This design comes from an exercise in tuning for small area and a short achievable clock period on the open sky130 flow, not from production work. At most, simulation tests tie the RTL to the original design; equivalence was not proved. Function not checked in runs 4 and 5: the RTL went through the layout flow alone. Power figures rest on the tool's default switching activity, not on a simulated workload.

==> flow/design.v, too long to show whole: its modules and the start of the top module <==
// module CRC32_8gen: 47 lines
// module x2: 3 lines
// module xn2: 3 lines
// module crc_rest: 1362 lines
// module crc_late: 208 lines
// module PRBS31_Seed_Checker: 123 lines
module PRBS31_Seed_Checker(
    input clock,
    input reset,
    input pulse,
    input [3:0] channel,
    input [15:0] injectErrorCount,
    input [31:0] DataIn,
    output [17:0] shortErrorCount,
    output [127+128:0] dataOut
    );
  // ...
==> flow/flow/run.sh <==
#!/bin/bash
# Layout flow: the standard synthesis unchanged, then the standard layout
# with timing repair aimed at a tighter setup margin (the SDC is unchanged).
set -euo pipefail
bash standard.sh synth > synth.log 2>&1
bash standard.sh SETUP_SLACK_MARGIN=19 finish > layout.log 2>&1
==> flow/standard.sh <==
#!/bin/bash
# synth_recipe.tcl (not shown) runs the flow's synth.tcl, then flattens the netlist and writes it again
# the make line also repeats each setting of config.mk as NAME=value (left out here)
make -C /OpenROAD-flow-scripts/flow DESIGN_CONFIG=/design/flow/config.mk WORK_HOME=/design/flow/orfs CLKGATE_MAP_FILE= SYNTH_SCRIPT=/design/flow/synth_recipe.tcl "${@:-finish}"
==> flow/config.mk <==
export PLATFORM = sky130hd
export DESIGN_NAME = PRBS31_Seed_Checker
export DESIGN_NICKNAME = PRBS31_Seed_Checker
export VERILOG_FILES = /design/flow/design.v
export SDC_FILE = /design/flow/constraint.sdc
export NUM_CORES = 4
export LEC_CHECK = 0
export CAP_MARGIN = 20
export CORE_MARGIN = 2
export CORE_UTILIZATION = 40
export PLACE_DENSITY = 0.6
export SETUP_SLACK_MARGIN = 1.0
export SLEW_MARGIN = 20
export SYNTH_HIERARCHICAL = 1
export SYNTH_MINIMUM_KEEP_SIZE = 0
==> flow/constraint.sdc <==
create_clock -name core_clock -period 25.0 [get_ports {clock}]
set_input_delay 5.0000 -clock core_clock [delete_from_list [all_inputs] [get_ports {clock}]]
set_output_delay 5.0000 -clock core_clock [all_outputs]
set_load 0.01 [all_outputs]
==> impl_metrics.py, run 1 <==
metrics = {
    "sta": {
        "fin_crit_ps": 7450,
        "skew_ps": 34.7,
        "finalSetupViolations": 0,
    },
    "clock_tree": {
        "cts-resized-gates": 1745,
        "htreeDepth": 2,
    },
    "setup_path": {
        "critPathArrivalTime_ps": 7970,
        "crit_slowest_cell": "fa_2",
        "worstSetupStartpoint": "injectErrorCount[0]",
        "critPathMaxFanout": 5,
        "worstSetupPathDepth": 17,
        "startpoint_type": "input pin",
    },
    "final_layout": {
        "layout.area.seq_um2": 9620,
        "top_register": "oEC",
        "final_cells": 4674,
        "clock_area_share_pct": 4.32,
        "buf_share_pct": 14.9,
        "largestClassByArea": "multi-input combinational cells",
        "mostFrequentLayoutCells": "xor2_1 (1,511), buf_6 (271), buf_4 (246)",
    },
    "power_and_ir_drop": {
        "p_sw_share_pct": 36.1,
    },
    "outcome": {
        "status": "no timing/DRC/antenna violations",
    },
    "global_route": {
        "grt_util_met1_pct": 49.4,
    },
    "logic_synthesis": {
        "yosysWarningCount": 7,
    },
    "detailed_routing": {
        "drc": 0,
    },
    "die": {
        "num_rows": 100,
    },
    "placement": {
        "gp_congestion": 1.11,
    },
}
==> run 2: changes to the inputs <==
--- a/flow/flow/run.sh
+++ b/flow/flow/run.sh
@@ -4,3 +4,3 @@
 set -euo pipefail
 bash standard.sh synth > synth.log 2>&1
-bash standard.sh SETUP_SLACK_MARGIN=19 finish > layout.log 2>&1
+bash standard.sh SETUP_SLACK_MARGIN=17 finish > layout.log 2>&1
==> run 2 against run 1 <==
Net effect:
- count of clock-buffer cells in the layout decreased by 10
- clock skew decreased by 4.8 ps
- die area unchanged
- highest routed layer unchanged
- critical endpoint is now R[8]
- flip-flop and latch count unchanged
- combinational power decreased by 4.0%
- design area decreased by 7.5%
- non-clock buffer count decreased by 158
==> impl_metrics.py, run 2 <==
metrics = {
    "worst_hold_path": {
        "hold_path_depth": 0,
        "min_to": "oDO[18]",
        "hold_path.startpoint": "DO[18]",
        "holdCritPathClass": "register to register",
    },
    "sta": {
        "fin_hold_ws_ps": 368,
        "max_slew_margin_pct": 13.1,
        "finalSetupViolations": 0,
        "fin_ws_ps": 17130,
        "drv_slew": 0,
        "rsz0062_at_grt": "no",
        "fmax_mhz": 127,
        "hold_viol_final": 0,
        "worst_pin_slew_ps": 1300,
        "fin_crit_ps": 7870,
        "fin_crit_sh_pct": 31.5,
        "fin_setup_tns_ps": 0,
        "skew_ps": 29.8,
    },
    "detailed_routing": {
        "avgRoutedWirePerCell_um": 33.0,
        "drt-vias-per-instance": 5.30,
        "ant_nets": 0,
        "routed_wirelength_um": 149000,
        "drc": 0,
        "drtPass1Iterations": 5,
        "drtIter0Drc": 2720,
        "vias": 23900,
    },
    "logic_synthesis": {
        "avgSynthCellArea_um2": 9.58,
        "syn_area_um2": 29800,
        "yosysWarningCount": 7,
        "synthCells": 3113,
        "synth_nets": 3229,
    },
    "die": {
        "io_pins": 329,
        "die_w_um": 277,
        "dieArea_um2": 76800,
        "num_rows": 100,
        "core-area_um2": 74100,
        "initial_core_util_pct": 40.3,
        "die_h_um": 277,
    },
    "setup_path": {
        "r2r_cells": 23,
        "r2r_end": "R[18]",
        "crit_required_ps": 25530,
        "end_kind": "register",
        "r2r-start": "cy",
        "critPathArrivalTime_ps": 8400,
        "worst-setup-path-type": "input pin to register",
        "startpoint_type": "input pin",
        "r2r_slack_ps": 17580,
        "critPathMaxFanout": 4,
    },
    "final_layout": {
        "area_delta_synth_final_pct": 23.2,
        "largest_reg_flops": 59,
        "top_register": "oEC",
        "largestRegisters": "oEC: 59 flops, oTS: 48 flops",
        "layout.area.seq_um2": 9110,
        "multi_input_comb_area_um2": 20200,
        "diodes": 0,
        "layout_commonest_cell": "xor2_1",
        "n_fill_cell": 7056,
        "mostFrequentLayoutCells": "xor2_1 (1,546), dfxtp_1 (399), clkdlybuf4s50_1 (324)",
        "nets": 3617,
        "final_util_pct": 49.6,
        "drive_above_1_share_pct": 7.69,
    },
    "power_and_ir_drop": {
        "powerDensity_nw_per_um2": 67.0,
        "peakVddDrop_mv": 0.112,
        "power.leakage_nw": 19.1,
    },
    "global_route": {
        "overflow": 0,
        "grt_antenna_before_repair": 4,
        "grt_pass1_wl_um": 198000,
        "grt_start_max_net_pins": 93,
        "track_usage_pct": 37.8,
        "grt_pass1_vias": 23100,
    },
    "placement": {
        "place_hpwl_um": 123000,
        "pre_cts_ws_ps": 15950,
        "gp_congestion": 1.09,
        "io_buffers": 328,
    },
    "clock_tree": {
        "htreeDepth": 2,
        "cts_tree": "done",
        "cts.path.max_buffers": 3,
        "root_buffer": "clkbuf_16",
        "cts.clk_slew.worst_paths_ps": 60,
        "cts_buffers": 48,
        "numClockSinks": 437,
        "clk-insertion-delay-late_ps": 630,
    },
    "outcome": {
        "status": "no timing/DRC/antenna violations",
    },
    "job": {
        "maxCapViolCount": 0,
    },
}
-- run 2: final cells by class --
class,instances,area share [%]
clock inverter,23,0.943
clock buffer,63,3.56
tap,969,3.30
timing repair buffer,467,11.8
multi-input combinational,2487,54.9
sequential,437,24.8
inverter,60,0.613
-- run 2: metal layers --
layer | GRT usage, % | up-vias | share of wire, %
met5 | 0 | - | 0.0087
met4 | 18.4 | 2 | 5.8
met3 | 8.61 | 325 | 7.8
met2 | 56.7 | 1177 | 42
met1 | 51.2 | 11700 | 44
li1 | - | 10700 | -
-- run 2: worst max-delay path by stage --
| stage | start | endpoint | slack (ps) | cells past startpoint |
|---|---|---|---|---|
| after floorplan | injectErrorCount[0] | R[9] | 17000 | 16 |
| after global placement | injectErrorCount[1] | R[8] | 16000 | 14 |
| after detailed placement | injectErrorCount[1] | R[8] | 15950 | 14 |
| after CTS | injectErrorCount[1] | R[8] | 16950 | 14 |
| after global routing | injectErrorCount[5] | R[25] | 17020 | 14 |
| final | injectErrorCount[4] | R[8] | 17130 | 14 |
-- run 2: stage by stage --
step	power (mW)	instance area, um^2	cells
final	2.46	36700	4506
after global routing	2.58	36700	4506
after CTS	2.46	36500	4493
after detailed placement	1.70	34600	4394
after global placement	1.70	34600	4394
after floorplan	1.59	30000	3113
-- run 2: repair_timing --
item | 4_1_cts | 5_1_grt
setup endpoints to repair | 25 | 25
setup buffers | 13 | 13
pin swaps | 6 | 15
hold buffers | 0 | 0
resized for setup | 23 | 20
-- run 2: power by group --
group | internal [mW] | switching (mW)
Clock | 0.444 | 0.312
Combinational | 0.372 | 0.537
Sequential | 0.762 | 0.0345
-- run 2: worst max-delay path: stages --
cell and delay [ps]:
clkdlybuf4s50_1 470, ha_1 280, nor3_1 190, o211ai_1 160
a31oi_2 280, o21ai_0 110, and2_2 250, o21ai_1 230
xnor2_2 230, xor2_4 280, xor2_4 310, xor2_4 240
xor2_1 200, xor2_1 160
==> run 3: changes to the inputs <==
==> flow/run.sh (new file) <==
#!/bin/bash
# synth_recipe.tcl (not shown) runs the flow's synth.tcl, then flattens the netlist and writes it again
# the make line also repeats each setting of config.mk as NAME=value (left out here)
make -C /OpenROAD-flow-scripts/flow DESIGN_CONFIG=/design/flow/config.mk WORK_HOME=/design/flow/orfs CLKGATE_MAP_FILE= SYNTH_SCRIPT=/design/flow/synth_recipe.tcl finish
removed: flow/flow/run.sh
removed: flow/standard.sh
==> run 3 against run 2 <==
Net effect:
- synthesized area stayed put
- largest power group unchanged
- cell count decreased by 0.38%
- via count decreased by 0.83%
- routed wire length shrank 2.9%
- design area shrank 1.9%
- still clean on timing, DRC and antenna
- non-clock buffer count down 20
- die area unchanged
- sequential share of layout area up 0.49 points
- sequential power is essentially flat
- largest cell class unchanged
- flip-flop and latch count did not move
- clock skew fell by 6.0 ps
==> impl_metrics.py, run 3 <==
metrics = {
    "outcome": {
        "status": "no timing/DRC/antenna violations",
    },
    "clock_tree": {
        "cts_setup_buffers": 0,
        "root_buffer": "clkbuf_16",
        "cts_tree": "done",
        "cts_buffers": 47,
        "cts.clk_slew.worst_paths_ps": 60,
        "clk-insertion-delay-late_ps": 610,
        "htreeDepth": 2,
        "numClockSinks": 437,
        "cts.path.max_buffers": 3,
        "cts-resized-gates": 0,
        "hold_buffers": 0,
    },
    "power_and_ir_drop": {
        "power.total_mw": 2.40,
        "peakVddDrop_mv": 0.0675,
        "power.leakage_nw": 18.8,
        "powerDensity_nw_per_um2": 66.5,
    },
    "detailed_routing": {
        "vias": 23700,
        "drt-vias-per-instance": 5.28,
        "drc": 0,
        "ant_nets": 0,
        "avgRoutedWirePerCell_um": 32.1,
        "drtPass1Iterations": 5,
        "routed_wirelength_um": 144000,
        "drtIter0Drc": 2834,
    },
    "placement": {
        "place_hpwl_um": 120000,
        "io_buffers": 328,
        "pre_cts_ws_ps": 14860,
        "dp.cells": 4400,
        "gp_congestion": 1.11,
    },
    "final_layout": {
        "largest_reg_flops": 59,
        "top_register": "oEC",
        "n_fill_cell": 7058,
        "largestRegisters": "oEC: 59 flops, oTS: 48 flops",
        "area_delta_synth_final_pct": 20.8,
        "layout_commonest_cell": "xor2_1",
        "nets": 3596,
        "final_cells": 4489,
        "drive_above_1_share_pct": 5.91,
        "mostFrequentLayoutCells": "xor2_1 (1,567), dfxtp_1 (399), clkdlybuf4s50_1 (328)",
    },
    "die": {
        "initial_core_util_pct": 40.3,
        "core-area_um2": 74100,
        "die_h_um": 277,
        "die_w_um": 277,
        "io_pins": 329,
        "dieArea_um2": 76800,
        "num_rows": 100,
    },
    "worst_hold_path": {
        "holdCritPathClass": "register to register",
        "min_to": "oDO[22]",
        "hold_path_depth": 0,
        "hold_path.startpoint": "DO[22]",
    },
    "sta": {
        "fin_crit_sh_pct": 37.9,
        "worst_pin_slew_ps": 1220,
        "fin_setup_tns_ps": 0,
        "fin_ws_ps": 15530,
        "rsz0062_at_grt": "no",
        "hold_viol_final": 0,
        "finalSetupViolations": 0,
        "max_slew_margin_pct": 18.4,
        "fmax_mhz": 106,
        "fin_crit_ps": 9470,
        "skew_ps": 23.9,
        "drv_slew": 0,
    },
    "setup_path": {
        "worst-path-buf-inv": 2,
        "crit_required_ps": 25470,
        "cpMostUsedCell": "xor2_1",
        "r2r_cells": 22,
        "r2r-start": "cy",
        "worstSetupPathDepth": 16,
        "path_cells": "clkdlybuf4s50_1 > ha_1 > inv_1 > fa_1 > nor2b_1 > o21ai_0 > a21boi_0 > o21ai_0 > a31oi_1 > or4_1 > nand3_1 > xor2_1 > xor2_1 > xor2_1 > xor2_1 > xor2_1",
        "r2r_end": "R[25]",
        "critPathMaxFanout": 6,
        "slowest_delay_ps": 690,
        "path_delay_family": "XOR/XNOR gates",
        "r2r_slack_ps": 17630,
        "end_kind": "register",
        "startpoint_type": "input pin",
        "crit_slowest_cell": "xor2_1",
        "critPathArrivalTime_ps": 9940,
        "worst-setup-path-type": "input pin to register",
    },
    "global_route": {
        "track_usage_pct": 36.6,
        "grt_pass1_vias": 22900,
        "grt_pass1_wl_um": 193000,
        "grt_start_max_net_pins": 89,
        "overflow": 0,
        "grt_antenna_before_repair": 5,
    },
    "logic_synthesis": {
        "yosysWarningCount": 7,
        "avgSynthCellArea_um2": 9.58,
        "synthCells": 3113,
        "syn_area_um2": 29800,
        "synth_nets": 3229,
    },
    "job": {
        "maxCapViolCount": 0,
    },
}
run 3: cell types whose count changed in the layout (fill, tap and decap cells not counted), moves of 5 or more:
cell,change
xor2_1,+21
buf_4,-19
xor2_4,-12
xor2_2,-9
xnor2_1,+6
bufinv_16,-5
clkbuf_8,+5
run 3: final cells by class:
cell class / instances / area, um^2 / share of cell area [%]
diodes: 2 / 5.00 / 0.0139
clock buffers: 69 / 1400 / 3.89
multi-input cells: 2487 / 19700 / 54.7
flip-flops and latches: 437 / 9110 / 25.3
well taps: 969 / 1210 / 3.36
clock inverters: 18 / 196 / 0.545
repair buffers: 447 / 4180 / 11.6
inverters: 60 / 225 / 0.625
run 3: report_power, final:
part	leakage (nW)	internal, mW	switching (mW)
sequential	3.57	0.762	0.0341
clock	0.772	0.413	0.308
combinational	14.5	0.361	0.517
run 3: metal layers:
| metal | vias up | routed length [um] | track usage [%] |
|---|---|---|---|
| li1 | 10600 | - | - |
| met1 | 11500 | 61000 | 48.9 |
| met2 | 1251 | 61900 | 55.5 |
| met3 | 320 | 12700 | 7.70 |
| met4 | 2 | 8740 | 18.9 |
| met5 | - | 18 | 0 |
run 3: worst reg2reg max path: stages (launching register included):
cell,delay (ps)
dfxtp_1,550
ha_1,270
and3_1,210
nand3_1,230
nor4_2,660
nand3_1,350
nor2_1,200
xnor2_1,140
nor2_1,50
buf_4,200
xor2_1,700
xor2_1,840
xor2_1,430
xor2_1,560
xor2_1,320
xor2_1,200
xor2_1,200
xor2_1,200
xor2_1,190
xor2_1,190
xor2_1,240
xor2_1,220
xor2_1,90
run 3: through the flow:
step | utilization (%) | instance area, um^2 | hold WS, ps
2_1_floorplan | - | 29800 | 405
3_3_place_gp | 46.5 | 34400 | 357
3_5_place_dp | 46.5 | 34400 | 351
4_1_cts | 48.6 | 36000 | 365
5_1_grt | 48.7 | 36000 | 370
6_report | 48.7 | 36000 | 359
run 3: worst max-delay path by stage:
stage                   startpoint   end  slack, ps
3_3_place_gp   injectErrorCount[0]  R[4]      14900
6_report       injectErrorCount[0]  R[4]      15530
4_1_cts        injectErrorCount[0]  R[4]      15480
3_5_place_dp   injectErrorCount[0]  R[4]      14860
5_1_grt        injectErrorCount[0]  R[4]      15130
2_1_floorplan  injectErrorCount[0]  R[4]      16320
==> module crc_late, before the edit <==
module crc_late(input [31:0] r, input [3:0] ch, input [15:0] m, output [31:0] y);
  wire t0, t1, t2, t3, t4, t5, t6, t7, t8, t9, t10, t11, t12, t13, t14, t15;
  wire t16, t17, t18, t19, t20, t21, t22, t23, t24, t25, t26, t27, t28, t29, t30, t31;
  wire t32, t33, t34, t35, t36, t37, t38, t39, t40, t41, t42, t43, t44, t45, t46, t47;
  wire t48, t49, t50, t51, t52, t53, t54, t55, t56, t57, t58, t59, t60, t61, t62, t63;
  wire t64, t65, t66, t67, t68, t69, t70, t71, t72, t73, t74, t75, t76, t77, t78, t79;
  wire t80, t81, t82, t83, t84, t85, t86, t87, t88, t89, t90, t91, t92, t93, t94, t95;
  wire t96, t97, t98, t99, t100, t101, t102, t103, t104, t105, t106, t107, t108, t109, t110, t111;
  wire t112, t113, t114, t115, t116, t117, t118, t119, t120, t121, t122, t123, t124, t125, t126, t127;
  wire t128, t129, t130, t131, t132, t133, t134, t135, t136, t137, t138, t139, t140, t141, t142, t143;
  wire t144, t145, t146, t147, t148, t149, t150, t151, t152, t153, t154, t155, t156, t157, t158, t159;
  wire t160, t161, t162;
  x2 u1(.a(m[1]), .b(m[12]), .y(t0));
  x2 u2(.a(m[2]), .b(m[13]), .y(t1));
  x2 u3(.a(m[3]), .b(m[14]), .y(t2));
  x2 u4(.a(ch[0]), .b(ch[2]), .y(t3));
  x2 u5(.a(ch[1]), .b(ch[3]), .y(t4));
  x2 u6(.a(m[4]), .b(m[9]), .y(t5));
  x2 u7(.a(m[5]), .b(m[6]), .y(t6));
  x2 u8(.a(m[0]), .b(m[11]), .y(t7));
  x2 u9(.a(m[15]), .b(t0), .y(t8));
  x2 u10(.a(m[7]), .b(m[10]), .y(t9));
  x2 u11(.a(m[8]), .b(t1), .y(t10));
  x2 u12(.a(t2), .b(t8), .y(t11));
  x2 u13(.a(m[5]), .b(t3), .y(t12));
  x2 u14(.a(t6), .b(t7), .y(t13));
  x2 u15(.a(ch[1]), .b(t10), .y(t14));
  x2 u16(.a(m[0]), .b(m[2]), .y(t15));
  x2 u17(.a(m[6]), .b(t3), .y(t16));
  x2 u18(.a(m[7]), .b(t5), .y(t17));
  x2 u19(.a(t2), .b(t7), .y(t18));
  x2 u20(.a(ch[0]), .b(t9), .y(t19));
  x2 u21(.a(ch[3]), .b(t9), .y(t20));
  x2 u22(.a(m[1]), .b(m[3]), .y(t21));
  x2 u23(.a(m[4]), .b(m[15]), .y(t22));
  x2 u24(.a(m[8]), .b(m[13]), .y(t23));
  x2 u25(.a(m[10]), .b(t4), .y(t24));
  x2 u26(.a(t4), .b(t15), .y(t25));
  x2 u27(.a(ch[0]), .b(t17), .y(t26));
  x2 u28(.a(ch[2]), .b(m[9]), .y(t27));
  x2 u29(.a(ch[3]), .b(m[8]), .y(t28));
  x2 u30(.a(m[1]), .b(t24), .y(t29));
  x2 u31(.a(m[3]), .b(t9), .y(t30));
  x2 u32(.a(m[10]), .b(m[14]), .y(t31));
  x2 u33(.a(m[11]), .b(t0), .y(t32));
  x2 u34(.a(m[12]), .b(t10), .y(t33));
  x2 u35(.a(t1), .b(t4), .y(t34));
  x2 u36(.a(t1), .b(t13), .y(t35));
  x2 u37(.a(t3), .b(t22), .y(t36));
  x2 u38(.a(t5), .b(t6), .y(t37));
  x2 u39(.a(t5), .b(t18), .y(t38));
  x2 u40(.a(t6), .b(t19), .y(t39));
  x2 u41(.a(t8), .b(t12), .y(t40));
  x2 u42(.a(t13), .b(t27), .y(t41));
  x2 u43(.a(t16), .b(t20), .y(t42));
  x2 u44(.a(r[0]), .b(m[6]), .y(t43));
  x2 u45(.a(m[7]), .b(t43), .y(t44));
  x2 u46(.a(t7), .b(t44), .y(t45));
  x2 u47(.a(t11), .b(t45), .y(t46));
  x2 u48(.a(r[1]), .b(m[4]), .y(t47));
  x2 u49(.a(m[6]), .b(t47), .y(t48));
  x2 u50(.a(t10), .b(t18), .y(t49));
  x2 u51(.a(t48), .b(t49), .y(t50));
  x2 u52(.a(r[2]), .b(t5), .y(t51));
  x2 u53(.a(t13), .b(t51), .y(t52));
  x2 u54(.a(r[3]), .b(t0), .y(t53));
  x2 u55(.a(t53), .b(t39), .y(t54));
  x2 u56(.a(r[4]), .b(ch[0]), .y(t55));
  x2 u57(.a(t55), .b(t11), .y(t56));
  x2 u58(.a(t14), .b(t56), .y(t57));
  x2 u59(.a(r[5]), .b(ch[1]), .y(t58));
  x2 u60(.a(ch[2]), .b(t58), .y(t59));
  x2 u61(.a(t59), .b(m[6]), .y(t60));
  x2 u62(.a(t1), .b(t60), .y(t61));
  x2 u63(.a(t17), .b(t32), .y(t62));
  x2 u64(.a(t61), .b(t62), .y(t63));
  x2 u65(.a(r[6]), .b(t12), .y(t64));
  x2 u66(.a(t2), .b(t20), .y(t65));
  x2 u67(.a(t64), .b(t33), .y(t66));
  x2 u68(.a(t65), .b(t66), .y(t67));
  x2 u69(.a(r[7]), .b(t4), .y(t68));
  x2 u70(.a(t68), .b(t0), .y(t69));
  x2 u71(.a(t23), .b(t69), .y(t70));
  x2 u72(.a(t26), .b(t70), .y(t71));
  x2 u73(.a(r[8]), .b(t30), .y(t72));
  x2 u74(.a(t8), .b(t14), .y(t73));
  x2 u75(.a(t41), .b(t72), .y(t74));
  x2 u76(.a(t73), .b(t74), .y(t75));
  x2 u77(.a(r[9]), .b(t0), .y(t76));
  x2 u78(.a(t10), .b(t76), .y(t77));
  x2 u79(.a(t38), .b(t42), .y(t78));
  x2 u80(.a(t77), .b(t78), .y(t79));
  x2 u81(.a(r[10]), .b(t24), .y(t80));
  x2 u82(.a(t10), .b(t37), .y(t81));
  x2 u83(.a(t80), .b(t81), .y(t82));
  x2 u84(.a(r[11]), .b(m[10]), .y(t83));
  x2 u85(.a(m[9]), .b(t83), .y(t84));
  x2 u86(.a(t84), .b(t40), .y(t85));
  x2 u87(.a(r[12]), .b(t19), .y(t86));
  x2 u88(.a(t34), .b(t11), .y(t87));
  x2 u89(.a(t86), .b(t87), .y(t88));
  x2 u90(.a(r[13]), .b(t18), .y(t89));
  x2 u91(.a(t36), .b(t14), .y(t90));
  x2 u92(.a(t89), .b(t90), .y(t91));
  x2 u93(.a(r[14]), .b(t4), .y(t92));
  x2 u94(.a(t92), .b(m[0]), .y(t93));
  x2 u95(.a(t12), .b(t5), .y(t94));
  x2 u96(.a(t93), .b(t94), .y(t95));
  x2 u97(.a(t11), .b(t95), .y(t96));
  x2 u98(.a(r[15]), .b(t1), .y(t97));
  x2 u99(.a(t6), .b(t29), .y(t98));
  x2 u100(.a(t36), .b(t97), .y(t99));
  x2 u101(.a(t98), .b(t99), .y(t100));
  x2 u102(.a(r[16]), .b(t25), .y(t101));
  x2 u103(.a(t101), .b(t40), .y(t102));
  x2 u104(.a(r[17]), .b(t16), .y(t103));
  x2 u105(.a(t21), .b(t103), .y(t104));
  x2 u106(.a(t34), .b(t104), .y(t105));
  x2 u107(.a(r[18]), .b(ch[2]), .y(t106));
  x2 u108(.a(t106), .b(m[4]), .y(t107));
  x2 u109(.a(m[7]), .b(t107), .y(t108));
  x2 u110(.a(t2), .b(t108), .y(t109));
  x2 u111(.a(t25), .b(t109), .y(t110));
  x2 u112(.a(r[19]), .b(t12), .y(t111));
  x2 u113(.a(t21), .b(t22), .y(t112));
  x2 u114(.a(t28), .b(t111), .y(t113));
  x2 u115(.a(t112), .b(t113), .y(t114));
  x2 u116(.a(r[20]), .b(t25), .y(t115));
  x2 u117(.a(t37), .b(t115), .y(t116));
  x2 u118(.a(r[21]), .b(ch[2]), .y(t117));
  x2 u119(.a(t117), .b(t21), .y(t118));
  x2 u120(.a(t6), .b(t9), .y(t119));
  x2 u121(.a(t118), .b(t119), .y(t120));
  x2 u122(.a(r[22]), .b(m[4]), .y(t121));
  x2 u123(.a(t121), .b(t15), .y(t122));
  x2 u124(.a(t28), .b(t122), .y(t123));
  x2 u125(.a(t11), .b(t123), .y(t124));
  x2 u126(.a(r[23]), .b(m[12]), .y(t125));
  x2 u127(.a(m[14]), .b(t125), .y(t126));
  x2 u128(.a(t126), .b(t26), .y(t127));
  x2 u129(.a(t35), .b(t127), .y(t128));
  x2 u130(.a(r[24]), .b(ch[1]), .y(t129));
  x2 u131(.a(t129), .b(t23), .y(t130));
  x2 u132(.a(t130), .b(t11), .y(t131));
  x2 u133(.a(t39), .b(t131), .y(t132));
  x2 u134(.a(r[25]), .b(m[11]), .y(t133));
  x2 u135(.a(m[14]), .b(m[15]), .y(t134));
  x2 u136(.a(t133), .b(t134), .y(t135));
  x2 u137(.a(t16), .b(t135), .y(t136));
  x2 u138(.a(t17), .b(t136), .y(t137));
  x2 u139(.a(t14), .b(t137), .y(t138));
  x2 u140(.a(r[26]), .b(m[8]), .y(t139));
  x2 u141(.a(t139), .b(t29), .y(t140));
  x2 u142(.a(t140), .b(t41), .y(t141));
  x2 u143(.a(r[27]), .b(m[2]), .y(t142));
  x2 u144(.a(m[9]), .b(t142), .y(t143));
  x2 u145(.a(t143), .b(t32), .y(t144));
  x2 u146(.a(t144), .b(t42), .y(t145));
  x2 u147(.a(r[28]), .b(t4), .y(t146));
  x2 u148(.a(t146), .b(m[11]), .y(t147));
  x2 u149(.a(t147), .b(t30), .y(t148));
  x2 u150(.a(t148), .b(t33), .y(t149));
  x2 u151(.a(r[29]), .b(ch[2]), .y(t150));
  x2 u152(.a(t150), .b(m[12]), .y(t151));
  x2 u153(.a(t151), .b(t23), .y(t152));
  x2 u154(.a(t152), .b(t38), .y(t153));
  x2 u155(.a(r[30]), .b(ch[3]), .y(t154));
  x2 u156(.a(t154), .b(m[13]), .y(t155));
  x2 u157(.a(m[5]), .b(t155), .y(t156));
  x2 u158(.a(t31), .b(t5), .y(t157));
  x2 u159(.a(t156), .b(t157), .y(t158));
  x2 u160(.a(t8), .b(t158), .y(t159));
  x2 u161(.a(r[31]), .b(m[15]), .y(t160));
  x2 u162(.a(t160), .b(t31), .y(t161));
  x2 u163(.a(t161), .b(t35), .y(t162));
  assign y[0] = t46;
  assign y[1] = t50;
  assign y[2] = t52;
  assign y[3] = t54;
  assign y[4] = t57;
  assign y[5] = t63;
  assign y[6] = t67;
  assign y[7] = t71;
  assign y[8] = t75;
  assign y[9] = t79;
  assign y[10] = t82;
  assign y[11] = t85;
  assign y[12] = t88;
  assign y[13] = t91;
  assign y[14] = t96;
  assign y[15] = t100;
  assign y[16] = t102;
  assign y[17] = t105;
  assign y[18] = t110;
  assign y[19] = t114;
  assign y[20] = t116;
  assign y[21] = t120;
  assign y[22] = t124;
  assign y[23] = t128;
  assign y[24] = t132;
  assign y[25] = t138;
  assign y[26] = t141;
  assign y[27] = t145;
  assign y[28] = t149;
  assign y[29] = t153;
  assign y[30] = t159;
  assign y[31] = t162;
endmodule
==> module PRBS31_Seed_Checker, before the edit <==
module PRBS31_Seed_Checker(
    input clock,
    input reset,
    input pulse,
    input [3:0] channel,
    input [15:0] injectErrorCount,
    input [31:0] DataIn,
    output [17:0] shortErrorCount,
    output [127+128:0] dataOut
    );
localparam [31:0] MAGIC = 32'h7009a0b2;
localparam [31:0] SEED  = 32'h1f044a52;
localparam [31:0] QINIT = 32'hffffd000;    
localparam [1:0] IDLE = 2'd0, CHECK = 2'd1, IFS2 = 2'd2, SYNC = 2'd3;
reg [31:0] Dh;           
reg [31:0] DO;           
reg [31:0] DE;           
reg        rd;           
reg        ld;           
reg        sv;           
reg [1:0]  state;
reg [3:0]  cnt;
reg [31:0] Q;            
reg [15:0] NOLD;         
reg        RELINK;
reg [17:0] ECL;          
reg        cy;           
reg        clr_d;        
reg [31:0] R;            
reg [5:0]  popR;         
reg        errR;         
reg        oEF;
reg [3:0]  och;
reg [47:0] oTS;
reg [15:0] omatch;
reg [31:0] oDE, oDO, oBE;
reg [58:0] oEC;
wire [31:0] nxt = {DE[7]^DE[1], DE[31:29]^DE[6:4]^DE[3:1], DE[31:4]^DE[28:1]};
wire [31:0] seeds = rd ? 32'd0 : ld ? SEED : sv ? nxt : DE;
wire [31:0] BE = sv ? (DE ^ DO) : 32'd0;
wire        EF = sv & errR;
wire [47:0] TS = rd ? 48'd0 : oTS + 48'd1;
wire [40:0] ECH = clr_d ? 41'd0 : oEC[58:18] + {40'd0, cy};
wire [58:0] EC = {ECH, ECL};
wire [63:0] Data_reg = {Dh, DO};    
wire        T = |(Data_reg[35:4]^Data_reg[32:1] == Data_reg[63:32]);
wire        magic = (Dh == MAGIC);
wire        anyerr = |diff;
wire        relink = (Q == {16'd0, injectErrorCount});
wire [31:0] diff = seeds ^ Dh;
wire [5:0]  pop = diff[0] + diff[1] + diff[2] + diff[3] + diff[4] + diff[5] + diff[6] + diff[7] + diff[8] + diff[9] + diff[10] + diff[11] + diff[12] + diff[13] + diff[14] + diff[15] + diff[16] + diff[17] + diff[18] + diff[19] + diff[20] + diff[21] + diff[22] + diff[23] + diff[24] + diff[25] + diff[26] + diff[27] + diff[28] + diff[29] + diff[30] + diff[31];
wire [5:0]  count = sv ? popR : 6'd0;
wire [18:0] ecsum = {1'b0, ECL} + {13'd0, count};
wire        clr = pulse | reset;
always @(posedge clock) begin
    Dh <= DataIn;
    DO <= rd ? 32'd0 : Dh;
    popR <= pop;
    errR <= anyerr;
    DE <= seeds;
    rd <= reset;
    ECL <= clr ? 18'd0 : ecsum[17:0];
    cy <= ~clr & ecsum[18];
    clr_d <= clr;
end
always @(posedge clock) begin
    ld <= 1'b0;
    sv <= 1'b0;
    if (reset) begin
        state <= IDLE;
        NOLD <= 16'd0;
        RELINK <= 1'b0;
    end else
    case (state)
    IDLE: begin
        cnt <= 4'd0;
        Q <= QINIT;
        state <= CHECK;
    end
    CHECK: begin
        if (T) begin
            cnt <= cnt + 4'd1;
            if (cnt == 4'd14) state <= IFS2;
        end
    end
    IFS2: begin
        if (magic) begin
            ld <= 1'b1;
            if (~RELINK) NOLD <= ~injectErrorCount;
            else RELINK <= 1'b0;
            state <= SYNC;
        end else if (!T)
            state <= CHECK;
    end
    SYNC: begin
        sv <= 1'b1;
        if (anyerr) Q <= Q + 32'd1;
        if (relink) begin
            state <= IDLE;
            RELINK <= 1'b1;
        end
    end
    endcase
end
wire [223:0] rec = {EF, 4'd0, TS, 16'd0, DE, DO, BE, EC};
wire [15:0] match = injectErrorCount + NOLD;
wire [31:0] crc_r, crc;
crc_rest crc_rest_inst(.d(rec), .y(crc_r));
crc_late crc_late_inst(.r(crc_r), .ch(channel), .m(match), .y(crc));
always @(posedge clock) begin
    R <= crc;
    oEF <= EF;
    och <= channel;
    oTS <= TS;
    omatch <= match;
    oDE <= DE;
    oDO <= DO;
    oBE <= BE;
    oEC <= EC;
end
assign dataOut = {oEF, och, oTS, omatch, oDE, oDO, oBE, oEC, R};
assign shortErrorCount = ECL;
endmodule
==> run 4: changes to the inputs <==
--- a/flow/design.v
+++ b/flow/design.v
@@ -53,4 +53,213 @@
   assign y = ~(a ^ b);
 endmodule
+module an2(input a, input b, output y);
+  assign y = a & b;
+endmodule
+module ao21(input a, input b, input c, output y);
+  assign y = (a & b) | c;
+endmodule
+module add16(input [15:0] a, input [15:0] b, output [15:0] s);
+  wire [15:0] p0, g0;
+  x2 up0(.a(a[0]), .b(b[0]), .y(p0[0]));
+  an2 ug0(.a(a[0]), .b(b[0]), .y(g0[0]));
+  x2 up1(.a(a[1]), .b(b[1]), .y(p0[1]));
+  an2 ug1(.a(a[1]), .b(b[1]), .y(g0[1]));
+  x2 up2(.a(a[2]), .b(b[2]), .y(p0[2]));
+  an2 ug2(.a(a[2]), .b(b[2]), .y(g0[2]));
+  x2 up3(.a(a[3]), .b(b[3]), .y(p0[3]));
+  an2 ug3(.a(a[3]), .b(b[3]), .y(g0[3]));
+  x2 up4(.a(a[4]), .b(b[4]), .y(p0[4]));
+  an2 ug4(.a(a[4]), .b(b[4]), .y(g0[4]));
+  x2 up5(.a(a[5]), .b(b[5]), .y(p0[5]));
+  an2 ug5(.a(a[5]), .b(b[5]), .y(g0[5]));
+  x2 up6(.a(a[6]), .b(b[6]), .y(p0[6]));
+  an2 ug6(.a(a[6]), .b(b[6]), .y(g0[6]));
+  x2 up7(.a(a[7]), .b(b[7]), .y(p0[7]));
+  an2 ug7(.a(a[7]), .b(b[7]), .y(g0[7]));
+  x2 up8(.a(a[8]), .b(b[8]), .y(p0[8]));
+  an2 ug8(.a(a[8]), .b(b[8]), .y(g0[8]));
+  x2 up9(.a(a[9]), .b(b[9]), .y(p0[9]));
+  an2 ug9(.a(a[9]), .b(b[9]), .y(g0[9]));
+  x2 up10(.a(a[10]), .b(b[10]), .y(p0[10]));
+  an2 ug10(.a(a[10]), .b(b[10]), .y(g0[10]));
+  x2 up11(.a(a[11]), .b(b[11]), .y(p0[11]));
+  an2 ug11(.a(a[11]), .b(b[11]), .y(g0[11]));
+  x2 up12(.a(a[12]), .b(b[12]), .y(p0[12]));
+  an2 ug12(.a(a[12]), .b(b[12]), .y(g0[12]));
+  x2 up13(.a(a[13]), .b(b[13]), .y(p0[13]));
+  an2 ug13(.a(a[13]), .b(b[13]), .y(g0[13]));
+  x2 up14(.a(a[14]), .b(b[14]), .y(p0[14]));
+  an2 ug14(.a(a[14]), .b(b[14]), .y(g0[14]));
+  x2 up15(.a(a[15]), .b(b[15]), .y(p0[15]));
+  an2 ug15(.a(a[15]), .b(b[15]), .y(g0[15]));
+  wire G1_1;
+  ao21 ug1_1(.a(p0[1]), .b(g0[0]), .c(g0[1]), .y(G1_1));
+  wire G1_2;
+  ao21 ug1_2(.a(p0[2]), .b(g0[1]), .c(g0[2]), .y(G1_2));
+  wire P1_2;
+  an2 up1_2(.a(p0[2]), .b(p0[1]), .y(P1_2));
+  wire G1_3;
+  ao21 ug1_3(.a(p0[3]), .b(g0[2]), .c(g0[3]), .y(G1_3));
+  wire P1_3;
+  an2 up1_3(.a(p0[3]), .b(p0[2]), .y(P1_3));
+  wire G1_4;
+  ao21 ug1_4(.a(p0[4]), .b(g0[3]), .c(g0[4]), .y(G1_4));
+  wire P1_4;
+  an2 up1_4(.a(p0[4]), .b(p0[3]), .y(P1_4));
+  wire G1_5;
+  ao21 ug1_5(.a(p0[5]), .b(g0[4]), .c(g0[5]), .y(G1_5));
+  wire P1_5;
+  an2 up1_5(.a(p0[5]), .b(p0[4]), .y(P1_5));
+  wire G1_6;
+  ao21 ug1_6(.a(p0[6]), .b(g0[5]), .c(g0[6]), .y(G1_6));
+  wire P1_6;
+  an2 up1_6(.a(p0[6]), .b(p0[5]), .y(P1_6));
+  wire G1_7;
+  ao21 ug1_7(.a(p0[7]), .b(g0[6]), .c(g0[7]), .y(G1_7));
+  wire P1_7;
+  an2 up1_7(.a(p0[7]), .b(p0[6]), .y(P1_7));
+  wire G1_8;
+  ao21 ug1_8(.a(p0[8]), .b(g0[7]), .c(g0[8]), .y(G1_8));
+  wire P1_8;
+  an2 up1_8(.a(p0[8]), .b(p0[7]), .y(P1_8));
+  wire G1_9;
+  ao21 ug1_9(.a(p0[9]), .b(g0[8]), .c(g0[9]), .y(G1_9));
+  wire P1_9;
+  an2 up1_9(.a(p0[9]), .b(p0[8]), .y(P1_9));
+  wire G1_10;
+  ao21 ug1_10(.a(p0[10]), .b(g0[9]), .c(g0[10]), .y(G1_10));
+  wire P1_10;
+  an2 up1_10(.a(p0[10]), .b(p0[9]), .y(P1_10));
+  wire G1_11;
+  ao21 ug1_11(.a(p0[11]), .b(g0[10]), .c(g0[11]), .y(G1_11));
+  wire P1_11;
+  an2 up1_11(.a(p0[11]), .b(p0[10]), .y(P1_11));
+  wire G1_12;
+  ao21 ug1_12(.a(p0[12]), .b(g0[11]), .c(g0[12]), .y(G1_12));
+  wire P1_12;
+  an2 up1_12(.a(p0[12]), .b(p0[11]), .y(P1_12));
+  wire G1_13;
+  ao21 ug1_13(.a(p0[13]), .b(g0[12]), .c(g0[13]), .y(G1_13));
+  wire P1_13;
+  an2 up1_13(.a(p0[13]), .b(p0[12]), .y(P1_13));
+  wire G1_14;
+  ao21 ug1_14(.a(p0[14]), .b(g0[13]), .c(g0[14]), .y(G1_14));
+  wire P1_14;
+  an2 up1_14(.a(p0[14]), .b(p0[13]), .y(P1_14));
+  wire G2_2;
+  ao21 ug2_2(.a(P1_2), .b(g0[0]), .c(G1_2), .y(G2_2));
+  wire G2_3;
+  ao21 ug2_3(.a(P1_3), .b(G1_1), .c(G1_3), .y(G2_3));
+  wire G2_4;
+  ao21 ug2_4(.a(P1_4), .b(G1_2), .c(G1_4), .y(G2_4));
+  wire P2_4;
+  an2 up2_4(.a(P1_4), .b(P1_2), .y(P2_4));
+  wire G2_5;
+  ao21 ug2_5(.a(P1_5), .b(G1_3), .c(G1_5), .y(G2_5));
+  wire P2_5;
+  an2 up2_5(.a(P1_5), .b(P1_3), .y(P2_5));
+  wire G2_6;
+  ao21 ug2_6(.a(P1_6), .b(G1_4), .c(G1_6), .y(G2_6));
+  wire P2_6;
+  an2 up2_6(.a(P1_6), .b(P1_4), .y(P2_6));
+  wire G2_7;
+  ao21 ug2_7(.a(P1_7), .b(G1_5), .c(G1_7), .y(G2_7));
+  wire P2_7;
+  an2 up2_7(.a(P1_7), .b(P1_5), .y(P2_7));
+  wire G2_8;
+  ao21 ug2_8(.a(P1_8), .b(G1_6), .c(G1_8), .y(G2_8));
+  wire P2_8;
+  an2 up2_8(.a(P1_8), .b(P1_6), .y(P2_8));
+  wire G2_9;
+  ao21 ug2_9(.a(P1_9), .b(G1_7), .c(G1_9), .y(G2_9));
+  wire P2_9;
+  an2 up2_9(.a(P1_9), .b(P1_7), .y(P2_9));
+  wire G2_10;
+  ao21 ug2_10(.a(P1_10), .b(G1_8), .c(G1_10), .y(G2_10));
+  wire P2_10;
+  an2 up2_10(.a(P1_10), .b(P1_8), .y(P2_10));
+  wire G2_11;
+  ao21 ug2_11(.a(P1_11), .b(G1_9), .c(G1_11), .y(G2_11));
+  wire P2_11;
+  an2 up2_11(.a(P1_11), .b(P1_9), .y(P2_11));
+  wire G2_12;
+  ao21 ug2_12(.a(P1_12), .b(G1_10), .c(G1_12), .y(G2_12));
+  wire P2_12;
+  an2 up2_12(.a(P1_12), .b(P1_10), .y(P2_12));
+  wire G2_13;
+  ao21 ug2_13(.a(P1_13), .b(G1_11), .c(G1_13), .y(G2_13));
+  wire P2_13;
+  an2 up2_13(.a(P1_13), .b(P1_11), .y(P2_13));
+  wire G2_14;
+  ao21 ug2_14(.a(P1_14), .b(G1_12), .c(G1_14), .y(G2_14));
+  wire P2_14;
+  an2 up2_14(.a(P1_14), .b(P1_12), .y(P2_14));
+  wire G3_4;
+  ao21 ug3_4(.a(P2_4), .b(g0[0]), .c(G2_4), .y(G3_4));
+  wire G3_5;
+  ao21 ug3_5(.a(P2_5), .b(G1_1), .c(G2_5), .y(G3_5));
+  wire G3_6;
+  ao21 ug3_6(.a(P2_6), .b(G2_2), .c(G2_6), .y(G3_6));
+  wire G3_7;
+  ao21 ug3_7(.a(P2_7), .b(G2_3), .c(G2_7), .y(G3_7));
+  wire G3_8;
+  ao21 ug3_8(.a(P2_8), .b(G2_4), .c(G2_8), .y(G3_8));
+  wire P3_8;
+  an2 up3_8(.a(P2_8), .b(P2_4), .y(P3_8));
+  wire G3_9;
+  ao21 ug3_9(.a(P2_9), .b(G2_5), .c(G2_9), .y(G3_9));
+  wire P3_9;
+  an2 up3_9(.a(P2_9), .b(P2_5), .y(P3_9));
+  wire G3_10;
+  ao21 ug3_10(.a(P2_10), .b(G2_6), .c(G2_10), .y(G3_10));
+  wire P3_10;
+  an2 up3_10(.a(P2_10), .b(P2_6), .y(P3_10));
+  wire G3_11;
+  ao21 ug3_11(.a(P2_11), .b(G2_7), .c(G2_11), .y(G3_11));
+  wire P3_11;
+  an2 up3_11(.a(P2_11), .b(P2_7), .y(P3_11));
+  wire G3_12;
+  ao21 ug3_12(.a(P2_12), .b(G2_8), .c(G2_12), .y(G3_12));
+  wire P3_12;
+  an2 up3_12(.a(P2_12), .b(P2_8), .y(P3_12));
+  wire G3_13;
+  ao21 ug3_13(.a(P2_13), .b(G2_9), .c(G2_13), .y(G3_13));
+  wire P3_13;
+  an2 up3_13(.a(P2_13), .b(P2_9), .y(P3_13));
+  wire G3_14;
+  ao21 ug3_14(.a(P2_14), .b(G2_10), .c(G2_14), .y(G3_14));
+  wire P3_14;
+  an2 up3_14(.a(P2_14), .b(P2_10), .y(P3_14));
+  wire G4_8;
+  ao21 ug4_8(.a(P3_8), .b(g0[0]), .c(G3_8), .y(G4_8));
+  wire G4_9;
+  ao21 ug4_9(.a(P3_9), .b(G1_1), .c(G3_9), .y(G4_9));
+  wire G4_10;
+  ao21 ug4_10(.a(P3_10), .b(G2_2), .c(G3_10), .y(G4_10));
+  wire G4_11;
+  ao21 ug4_11(.a(P3_11), .b(G2_3), .c(G3_11), .y(G4_11));
+  wire G4_12;
+  ao21 ug4_12(.a(P3_12), .b(G3_4), .c(G3_12), .y(G4_12));
+  wire G4_13;
+  ao21 ug4_13(.a(P3_13), .b(G3_5), .c(G3_13), .y(G4_13));
+  wire G4_14;
+  ao21 ug4_14(.a(P3_14), .b(G3_6), .c(G3_14), .y(G4_14));
+  assign s[0] = p0[0];
+  x2 us1(.a(p0[1]), .b(g0[0]), .y(s[1]));
+  x2 us2(.a(p0[2]), .b(G1_1), .y(s[2]));
+  x2 us3(.a(p0[3]), .b(G2_2), .y(s[3]));
+  x2 us4(.a(p0[4]), .b(G2_3), .y(s[4]));
+  x2 us5(.a(p0[5]), .b(G3_4), .y(s[5]));
+  x2 us6(.a(p0[6]), .b(G3_5), .y(s[6]));
+  x2 us7(.a(p0[7]), .b(G3_6), .y(s[7]));
+  x2 us8(.a(p0[8]), .b(G3_7), .y(s[8]));
+  x2 us9(.a(p0[9]), .b(G4_8), .y(s[9]));
+  x2 us10(.a(p0[10]), .b(G4_9), .y(s[10]));
+  x2 us11(.a(p0[11]), .b(G4_10), .y(s[11]));
+  x2 us12(.a(p0[12]), .b(G4_11), .y(s[12]));
+  x2 us13(.a(p0[13]), .b(G4_12), .y(s[13]));
+  x2 us14(.a(p0[14]), .b(G4_13), .y(s[14]));
+  x2 us15(.a(p0[15]), .b(G4_14), .y(s[15]));
+endmodule
 module crc_rest(input [223:0] d, output [31:0] y);
   wire t0, t1, t2, t3, t4, t5, t6, t7, t8, t9, t10, t11, t12, t13, t14, t15;
@@ -1472,10 +1681,10 @@
   x2 u44(.a(r[0]), .b(m[6]), .y(t43));
   x2 u45(.a(m[7]), .b(t43), .y(t44));
-  x2 u46(.a(t7), .b(t44), .y(t45));
-  x2 u47(.a(t11), .b(t45), .y(t46));
+  x2 u46(.a(t44), .b(t7), .y(t45));
+  x2 u47(.a(t45), .b(t11), .y(t46));
   x2 u48(.a(r[1]), .b(m[4]), .y(t47));
   x2 u49(.a(m[6]), .b(t47), .y(t48));
-  x2 u50(.a(t10), .b(t18), .y(t49));
-  x2 u51(.a(t48), .b(t49), .y(t50));
+  x2 u50(.a(t48), .b(t10), .y(t49));
+  x2 u51(.a(t18), .b(t49), .y(t50));
   x2 u52(.a(r[2]), .b(t5), .y(t51));
   x2 u53(.a(t13), .b(t51), .y(t52));
@@ -1488,11 +1697,11 @@
   x2 u60(.a(ch[2]), .b(t58), .y(t59));
   x2 u61(.a(t59), .b(m[6]), .y(t60));
-  x2 u62(.a(t1), .b(t60), .y(t61));
+  x2 u62(.a(t60), .b(t1), .y(t61));
   x2 u63(.a(t17), .b(t32), .y(t62));
   x2 u64(.a(t61), .b(t62), .y(t63));
   x2 u65(.a(r[6]), .b(t12), .y(t64));
-  x2 u66(.a(t2), .b(t20), .y(t65));
-  x2 u67(.a(t64), .b(t33), .y(t66));
-  x2 u68(.a(t65), .b(t66), .y(t67));
+  x2 u66(.a(t2), .b(t64), .y(t65));
+  x2 u67(.a(t20), .b(t65), .y(t66));
+  x2 u68(.a(t33), .b(t66), .y(t67));
   x2 u69(.a(r[7]), .b(t4), .y(t68));
   x2 u70(.a(t68), .b(t0), .y(t69));
@@ -1519,37 +1728,37 @@
   x2 u91(.a(t36), .b(t14), .y(t90));
   x2 u92(.a(t89), .b(t90), .y(t91));
-  x2 u93(.a(r[14]), .b(t4), .y(t92));
-  x2 u94(.a(t92), .b(m[0]), .y(t93));
-  x2 u95(.a(t12), .b(t5), .y(t94));
-  x2 u96(.a(t93), .b(t94), .y(t95));
-  x2 u97(.a(t11), .b(t95), .y(t96));
-  x2 u98(.a(r[15]), .b(t1), .y(t97));
-  x2 u99(.a(t6), .b(t29), .y(t98));
-  x2 u100(.a(t36), .b(t97), .y(t99));
+  x2 u93(.a(r[14]), .b(m[0]), .y(t92));
+  x2 u94(.a(t4), .b(t92), .y(t93));
+  x2 u95(.a(t93), .b(t12), .y(t94));
+  x2 u96(.a(t5), .b(t94), .y(t95));
+  x2 u97(.a(t95), .b(t11), .y(t96));
+  x2 u98(.a(r[15]), .b(t6), .y(t97));
+  x2 u99(.a(t1), .b(t97), .y(t98));
+  x2 u100(.a(t29), .b(t36), .y(t99));
   x2 u101(.a(t98), .b(t99), .y(t100));
   x2 u102(.a(r[16]), .b(t25), .y(t101));
   x2 u103(.a(t101), .b(t40), .y(t102));
-  x2 u104(.a(r[17]), .b(t16), .y(t103));
-  x2 u105(.a(t21), .b(t103), .y(t104));
-  x2 u106(.a(t34), .b(t104), .y(t105));
+  x2 u104(.a(r[17]), .b(t21), .y(t103));
+  x2 u105(.a(t103), .b(t16), .y(t104));
+  x2 u106(.a(t104), .b(t34), .y(t105));
   x2 u107(.a(r[18]), .b(ch[2]), .y(t106));
   x2 u108(.a(t106), .b(m[4]), .y(t107));
   x2 u109(.a(m[7]), .b(t107), .y(t108));
-  x2 u110(.a(t2), .b(t108), .y(t109));
-  x2 u111(.a(t25), .b(t109), .y(t110));
-  x2 u112(.a(r[19]), .b(t12), .y(t111));
-  x2 u113(.a(t21), .b(t22), .y(t112));
-  x2 u114(.a(t28), .b(t111), .y(t113));
-  x2 u115(.a(t112), .b(t113), .y(t114));
+  x2 u110(.a(t25), .b(t108), .y(t109));
+  x2 u111(.a(t109), .b(t2), .y(t110));
+  x2 u112(.a(r[19]), .b(t21), .y(t111));
+  x2 u113(.a(t111), .b(t12), .y(t112));
+  x2 u114(.a(t28), .b(t112), .y(t113));
+  x2 u115(.a(t22), .b(t113), .y(t114));
   x2 u116(.a(r[20]), .b(t25), .y(t115));
-  x2 u117(.a(t37), .b(t115), .y(t116));
+  x2 u117(.a(t115), .b(t37), .y(t116));
   x2 u118(.a(r[21]), .b(ch[2]), .y(t117));
   x2 u119(.a(t117), .b(t21), .y(t118));
-  x2 u120(.a(t6), .b(t9), .y(t119));
-  x2 u121(.a(t118), .b(t119), .y(t120));
+  x2 u120(.a(t118), .b(t6), .y(t119));
+  x2 u121(.a(t119), .b(t9), .y(t120));
   x2 u122(.a(r[22]), .b(m[4]), .y(t121));
-  x2 u123(.a(t121), .b(t15), .y(t122));
-  x2 u124(.a(t28), .b(t122), .y(t123));
-  x2 u125(.a(t11), .b(t123), .y(t124));
+  x2 u123(.a(t15), .b(t121), .y(t122));
+  x2 u124(.a(t122), .b(t28), .y(t123));
+  x2 u125(.a(t123), .b(t11), .y(t124));
   x2 u126(.a(r[23]), .b(m[12]), .y(t125));
   x2 u127(.a(m[14]), .b(t125), .y(t126));
@@ -1562,6 +1771,6 @@
   x2 u134(.a(r[25]), .b(m[11]), .y(t133));
   x2 u135(.a(m[14]), .b(m[15]), .y(t134));
-  x2 u136(.a(t133), .b(t134), .y(t135));
-  x2 u137(.a(t16), .b(t135), .y(t136));
+  x2 u136(.a(t16), .b(t133), .y(t135));
+  x2 u137(.a(t134), .b(t135), .y(t136));
   x2 u138(.a(t17), .b(t136), .y(t137));
   x2 u139(.a(t14), .b(t137), .y(t138));
@@ -1570,5 +1779,5 @@
   x2 u142(.a(t140), .b(t41), .y(t141));
   x2 u143(.a(r[27]), .b(m[2]), .y(t142));
-  x2 u144(.a(m[9]), .b(t142), .y(t143));
+  x2 u144(.a(t142), .b(m[9]), .y(t143));
   x2 u145(.a(t143), .b(t32), .y(t144));
   x2 u146(.a(t144), .b(t42), .y(t145));
@@ -1582,8 +1791,8 @@
   x2 u154(.a(t152), .b(t38), .y(t153));
   x2 u155(.a(r[30]), .b(ch[3]), .y(t154));
-  x2 u156(.a(t154), .b(m[13]), .y(t155));
-  x2 u157(.a(m[5]), .b(t155), .y(t156));
-  x2 u158(.a(t31), .b(t5), .y(t157));
-  x2 u159(.a(t156), .b(t157), .y(t158));
+  x2 u156(.a(t154), .b(m[5]), .y(t155));
+  x2 u157(.a(m[13]), .b(t155), .y(t156));
+  x2 u158(.a(t156), .b(t31), .y(t157));
+  x2 u159(.a(t5), .b(t157), .y(t158));
   x2 u160(.a(t8), .b(t158), .y(t159));
   x2 u161(.a(r[31]), .b(m[15]), .y(t160));
@@ -1729,5 +1938,6 @@
 end
 wire [223:0] rec = {EF, 4'd0, TS, 16'd0, DE, DO, BE, EC};
-wire [15:0] match = injectErrorCount + NOLD;
+wire [15:0] match;
+add16 add16_inst(.a(injectErrorCount), .b(NOLD), .s(match));
 wire [31:0] crc_r, crc;
 crc_rest crc_rest_inst(.d(rec), .y(crc_r));
==> flow/flow/run.sh (new file) <==
#!/bin/bash
# Layout flow: the standard synthesis unchanged, then the standard layout
# with timing repair aimed at a tighter setup margin (the SDC is unchanged).
set -euo pipefail
bash standard.sh synth > synth.log 2>&1
bash standard.sh SETUP_SLACK_MARGIN=17 finish > layout.log 2>&1
==> flow/standard.sh (new file) <==
#!/bin/bash
# synth_recipe.tcl (not shown) runs the flow's synth.tcl, then flattens the netlist and writes it again
# the make line also repeats each setting of config.mk as NAME=value (left out here)
make -C /OpenROAD-flow-scripts/flow DESIGN_CONFIG=/design/flow/config.mk WORK_HOME=/design/flow/orfs CLKGATE_MAP_FILE= SYNTH_SCRIPT=/design/flow/synth_recipe.tcl "${@:-finish}"
removed: flow/run.sh
==> run 4 against run 3 <==
Net effect:
- still clean
- critical path depth shrank 4
- non-clock buffer count down 3
- count of clock-buffer cells in the layout is 7 lower
- critical endpoint is now R[9]
- largest cell class unchanged
==> impl_metrics.py, run 4 <==
metrics = {
    "logic_synthesis": {
        "syn_area_um2": 30500,
        "yosysWarningCount": 7,
        "synthCells": 3202,
        "avgSynthCellArea_um2": 9.51,
        "synth_nets": 3302,
    },
    "sta": {
        "rsz0062_at_grt": "yes",
        "fmax_mhz": 127,
        "skew_ps": 34.2,
        "fin_crit_ps": 7850,
        "fin_crit_sh_pct": 31.4,
        "drv_slew": 0,
        "fin_setup_tns_ps": 0,
        "max_slew_margin_pct": 19.8,
        "finalSetupViolations": 0,
        "hold_viol_final": 0,
        "worst_pin_slew_ps": 1200,
    },
    "die": {
        "num_rows": 101,
        "initial_core_util_pct": 40.2,
        "die_w_um": 280,
        "die_h_um": 280,
        "core-area_um2": 75700,
        "io_pins": 329,
        "dieArea_um2": 78400,
    },
    "setup_path": {
        "end_kind": "register",
        "r2r_slack_ps": 17930,
        "slowest_delay_ps": 610,
        "r2r_end": "R[30]",
        "path_delay_family": "XOR/XNOR gates",
        "cpMostUsedCell": "xor2_1",
        "worst-setup-path-type": "input pin to register",
        "critPathArrivalTime_ps": 8360,
        "startpoint_type": "input pin",
        "worst-path-buf-inv": 1,
        "crit_required_ps": 25510,
        "critPathMaxFanout": 5,
        "r2r_cells": 19,
        "path_cells": "clkdlybuf4s50_1 > xor2_2 > and2_1 > and2_1 > and2_1 > a21o_1 > xor2_2 > xor2_2 > xor2_1 > xor2_1 > xor2_1 > xor2_1",
        "crit_slowest_cell": "clkdlybuf4s50_1",
        "r2r-start": "oTS[17]",
    },
    "worst_hold_path": {
        "min_to": "oDO[29]",
        "holdCritPathClass": "register to register",
        "hold_path.startpoint": "DO[29]",
        "hold_path_depth": 0,
    },
    "final_layout": {
        "layout_commonest_cell": "xor2_1",
        "area_delta_synth_final_pct": 21.0,
        "mostFrequentLayoutCells": "xor2_1 (1,555), dfxtp_1 (399), clkdlybuf4s50_1 (328)",
        "drive_above_1_share_pct": 6.66,
        "nets": 3655,
        "largestRegisters": "oEC: 59 flops, oTS: 48 flops",
        "largest_reg_flops": 59,
        "top_register": "oEC",
        "final_util_pct": 48.7,
        "fin_area_um2": 36900,
    },
    "detailed_routing": {
        "drtIter0Drc": 2610,
        "ant_nets": 0,
        "drc": 0,
        "vias": 24200,
        "drtPass1Iterations": 5,
        "drt-vias-per-instance": 5.30,
        "routed_wirelength_um": 148000,
        "avgRoutedWirePerCell_um": 32.4,
    },
    "global_route": {
        "grt_antenna_before_repair": 4,
        "grt_busiest_layer": "met2",
        "grt_pass1_wl_um": 198000,
        "gr-usage-met2_pct": 54.8,
        "track_usage_pct": 37.1,
        "grt_util_met1_pct": 50.4,
        "use_met3_pct": 8.35,
        "grt_start_max_net_pins": 90,
        "overflow": 0,
        "grt_pass1_vias": 23300,
    },
    "power_and_ir_drop": {
        "peakVddDrop_mv": 0.0582,
        "powerDensity_nw_per_um2": 66.0,
        "power.leakage_nw": 19.4,
    },
    "clock_tree": {
        "numClockSinks": 437,
        "cts.clk_slew.worst_paths_ps": 60,
        "clk-insertion-delay-late_ps": 620,
        "cts.path.max_buffers": 3,
        "htreeDepth": 2,
        "root_buffer": "clkbuf_16",
        "cts_buffers": 48,
        "cts_tree": "done",
        "hold_buffers": 0,
    },
    "job": {
        "maxCapViolCount": 0,
    },
    "placement": {
        "io_buffers": 328,
        "gp_congestion": 1.12,
        "place_hpwl_um": 123000,
        "placed_area_um2": 35000,
    },
    "outcome": {
        "status": "no timing/DRC/antenna violations",
    },
}
run 4: worst max path at each step:
stage,startpoint,to,slack (ps),depth (start not counted)
after global routing,injectErrorCount[8],R[9],16980,12
after CTS,injectErrorCount[11],R[12],16990,13
after detailed placement,injectErrorCount[7],R[8],15760,12
after floorplan,injectErrorCount[7],R[4],17000,12
final,injectErrorCount[9],R[9],17150,12
after global placement,injectErrorCount[7],R[13],15800,12
run 4: worst register-to-register path: cells and delay by family (launching register included):
kind	cells	cell delay, ps
AND/OR/NAND/NOR	4	2000
buffers and inverters	1	240
AO/OA/AOI/OAI	1	150
flip-flops	1	430
XOR/XNOR	13	4140
run 4: report_power, final:
part           switching, mW  internal (mW)  total, mW  leakage, nW
logic                  0.544          0.384      0.928         15.1
clock network          0.307          0.398      0.705        0.765
registers             0.0371          0.763      0.800         3.57
run 4: cell type report:
cell class / instances / area, um^2
multi-input cells: 2569 / 20600
inverters: 55 / 206
diodes: 1 / 2.50
flip-flops and latches: 437 / 9120
repair buffers: 444 / 4150
fillers: 7194 / 38800
clock inverters: 24 / 226
well taps: 978 / 1220
clock buffers: 62 / 1330
run 4: stage by stage:
| stage | power [mW] | setup WS [ps] | hold slack [ps] | cells |
|---|---|---|---|---|
| floorplan | 1.63 | 17000 | 405 | 3202 |
| global placement | 1.72 | 15800 | 405 | 4481 |
| detailed placement | 1.73 | 15760 | 403 | 4482 |
| CTS | 2.44 | 16990 | 406 | 4569 |
| global route | 2.55 | 16980 | 403 | 4569 |
| finish | 2.43 | 17150 | 405 | 4570 |
run 4: metal layers:
| metal | vias to the layer above | share of wire (%) |
|---|---|---|
| li1 | 10900 | - |
| met1 | 11700 | 43 |
| met2 | 1276 | 42 |
| met3 | 346 | 8.4 |
| met4 | 2 | 6.4 |
| met5 | - | 0.013 |
run 4: repair_timing:
action	CTS	global route
gates resized for setup	16	19
setup buffers	1	0
pin swaps	1	2
endpoints found under the setup margin	19	12
==> run 5: changes to the inputs <==
--- a/flow/flow/run.sh
+++ b/flow/flow/run.sh
@@ -4,3 +4,3 @@
 set -euo pipefail
 bash standard.sh synth > synth.log 2>&1
-bash standard.sh SETUP_SLACK_MARGIN=17 finish > layout.log 2>&1
+bash standard.sh SETUP_SLACK_MARGIN=19 finish > layout.log 2>&1
==> run 5 against run 4 <==
Net effect:
- still clean
- clock power grew 7.8%
- utilization up 4.5 points
- non-clock buffer count grew 174
- global-route usage increased by 0.98 points
- combinational power is 9% higher
- die area did not move
- flip-flop and latch count unchanged
- design area increased by 9.2%
- register-to-register slack improved by 270 ps
- synthesized area unchanged
- clock skew hardly changed
- critical path type unchanged
- critical endpoint is now R[12]
- highest routed layer is now met4
==> impl_metrics.py, run 5 <==
metrics = {
    "clock_tree": {
        "cts.clk_slew.worst_paths_ps": 60,
        "htreeDepth": 2,
        "clk-insertion-delay-late_ps": 630,
        "root_buffer": "clkbuf_16",
        "cts_tree": "done",
        "cts_buffers": 48,
        "numClockSinks": 437,
        "hold_buffers": 0,
        "cts.path.max_buffers": 3,
    },
    "global_route": {
        "overflow": 0,
        "grt_pass1_wl_um": 203000,
        "track_usage_pct": 38.1,
        "grt_start_max_net_pins": 76,
        "grt_pass1_vias": 24600,
        "grt_antenna_before_repair": 3,
    },
    "setup_path": {
        "r2r-start": "oTS[5]",
        "critPathMaxFanout": 4,
        "cp-endpoint": "R[12]",
        "end_kind": "register",
        "startpoint_type": "input pin",
        "critPathArrivalTime_ps": 7480,
        "r2r_slack_ps": 18200,
        "crit_required_ps": 25520,
        "r2r_end": "R[30]",
        "r2r_cells": 20,
        "worstSetupStartpoint": "injectErrorCount[3]",
        "worst-setup-path-type": "input pin to register",
    },
    "detailed_routing": {
        "routed_wirelength_um": 154000,
        "vias": 25300,
        "drc": 0,
        "ant_nets": 0,
        "avgRoutedWirePerCell_um": 32.3,
        "drt-vias-per-instance": 5.32,
        "drtPass1Iterations": 5,
        "drtIter0Drc": 2593,
    },
    "final_layout": {
        "drive_above_1_share_pct": 27.8,
        "nets": 3829,
        "layout_commonest_cell": "xor2_1",
        "area_delta_synth_final_pct": 32.1,
        "largest_reg_flops": 59,
        "n_fill_cell": 6838,
        "mostFrequentLayoutCells": "xor2_1 (1,489), buf_6 (270), buf_4 (251)",
        "largestRegisters": "oEC: 59 flops, oTS: 48 flops",
        "fin_area_um2": 40300,
        "top_register": "oEC",
        "final_util_pct": 53.2,
    },
    "outcome": {
        "status": "no timing/DRC/antenna violations",
    },
    "power_and_ir_drop": {
        "powerDensity_nw_per_um2": 64.1,
        "peakVddDrop_mv": 0.0529,
        "power.leakage_nw": 21.4,
    },
    "placement": {
        "io_buffers": 328,
        "pre_cts_ws_ps": 16290,
        "placed_area_um2": 35400,
        "gp_congestion": 1.11,
        "place_hpwl_um": 124000,
    },
    "sta": {
        "finalSetupViolations": 0,
        "hold_viol_final": 0,
        "skew_ps": 33.9,
        "worst_pin_slew_ps": 1300,
        "rsz0062_at_grt": "yes",
        "fin_hold_ws_ps": 410,
        "fin_ws_ps": 18040,
        "fmax_mhz": 144,
        "max_slew_margin_pct": 13.0,
        "fin_crit_ps": 6960,
        "fin_setup_tns_ps": 0,
        "fin_crit_sh_pct": 27.8,
        "drv_slew": 0,
    },
    "job": {
        "maxCapViolCount": 0,
    },
    "die": {
        "die_w_um": 280,
        "io_pins": 329,
        "dieArea_um2": 78400,
        "die_h_um": 280,
        "num_rows": 101,
        "initial_core_util_pct": 40.2,
        "core-area_um2": 75700,
    },
    "logic_synthesis": {
        "yosysWarningCount": 7,
        "synthCells": 3202,
        "syn_area_um2": 30500,
        "avgSynthCellArea_um2": 9.51,
        "synth_nets": 3302,
    },
    "worst_hold_path": {
        "holdCritPathClass": "register to register",
        "hold_path.startpoint": "ECL[7]",
    },
}
## run 5: critical path, cell delays in order
cell and delay (ps):
buf_12 110, xor2_4 150, a21o_1 230, buf_4 140, a21o_4 200, a21o_4 220, xor2_4 240, xor2_4 260
xor2_4 270, xor2_4 270, xor2_1 190, xor2_1 170
## run 5: where the power goes
part           switching (mW)  internal, mW  total [mW]
Combinational           0.589         0.424        1.01
Sequential             0.0436         0.763       0.806
Clock                   0.325         0.435       0.760
Total                   0.958          1.62        2.58
## run 5: what timing repair did
| action | CTS | global route |
|---|---|---|
| gates resized for setup | 1811 | 147 |
| endpoints found under the setup margin | 375 | 354 |
| cloned | 0 | 2 |
| buffers inserted | 129 | 42 |
| pin swaps | 57 | 47 |
## run 5: how the worst min path moves through the flow
stage / slack [ps] / to / cells after the start
2_1_floorplan: 410 / oDE[1] / 0
3_3_place_gp: 480 / NOLD[15] / 2
3_5_place_dp: 480 / oDO[15] / 0
4_1_cts: 420 / oEC[7] / 0
5_1_grt: 420 / oEC[7] / 0
6_report: 410 / oEC[7] / 0
## run 5: area by class of cell
| class | count | area [um^2] | share of cell area (%) |
|---|---|---|---|
| clock buffers | 58 | 1320 | 3.28 |
| diodes | 3 | 7.51 | 0.0187 |
| inverters | 55 | 210 | 0.522 |
| multi-input cells | 2569 | 21700 | 53.9 |
| repair buffers | 618 | 5860 | 14.6 |
| clock inverters | 29 | 363 | 0.901 |
| flip-flops and latches | 437 | 9580 | 23.8 |
| well taps | 978 | 1220 | 3.04 |
## run 5: through the flow
stage,total power [mW],cells
6_report,2.58,4747
5_1_grt,2.69,4744
4_1_cts,2.54,4700
3_5_place_dp,1.75,4484
3_3_place_gp,1.74,4484
2_1_floorplan,1.63,3202
## run 5: per-layer routing
metal | wire length, um | global-route usage, % | vias to the layer above | share of wire, %
li1 | - | - | 11200 | -
met1 | 64200 | 50.5 | 12300 | 42
met2 | 65800 | 57.6 | 1346 | 43
met3 | 14400 | 9.67 | 357 | 9.4
met4 | 9000 | 18.6 | 0 | 5.9
met5 | 0 | 0 | - | 0

==> afterwards: timing with drivers on the ports <==
In the flow no input, the clock included, has a driving cell. The finished layouts below were timed again as built, in two steps. Step 1 sets driving cells, clkbuf_16 on the clock port and buf_2 on the other inputs (assumed; they add their load-dependent delay and slew). Step 2 adds t to the input delays and takes it off the output delays; t is the mean of the earliest and latest rising clock arrival at the registers after step 1. Input paths then give back, and output paths get back, about the clock's delay inside the block. Slacks: ideal ports / drivers / drivers and shift; pairs: ideal ports / drivers.
run	shift t [ns]	setup WS [ns]	clock arrival spread, ns	slew at the worst register clock pin (ns)
run 1	0.685	17.553 / 17.575 / 16.890	0.034 / 0.034	0.07 / 0.07
run 2	0.679	17.135 / 17.177 / 16.498	0.030 / 0.030	0.08 / 0.08
run 3	0.663	15.532 / 15.573 / 14.910	0.025 / 0.024	0.07 / 0.07
run 4	0.667	17.149 / 17.190 / 16.523	0.034 / 0.034	0.07 / 0.07
run 5	0.683	18.043 / 18.062 / 17.379	0.034 / 0.034	0.07 / 0.07
After both steps every run listed still meets setup and hold. For run 5, which loses most, drivers alone change the setup slack by +0.019 ns; drivers and shift together by -0.664 ns.
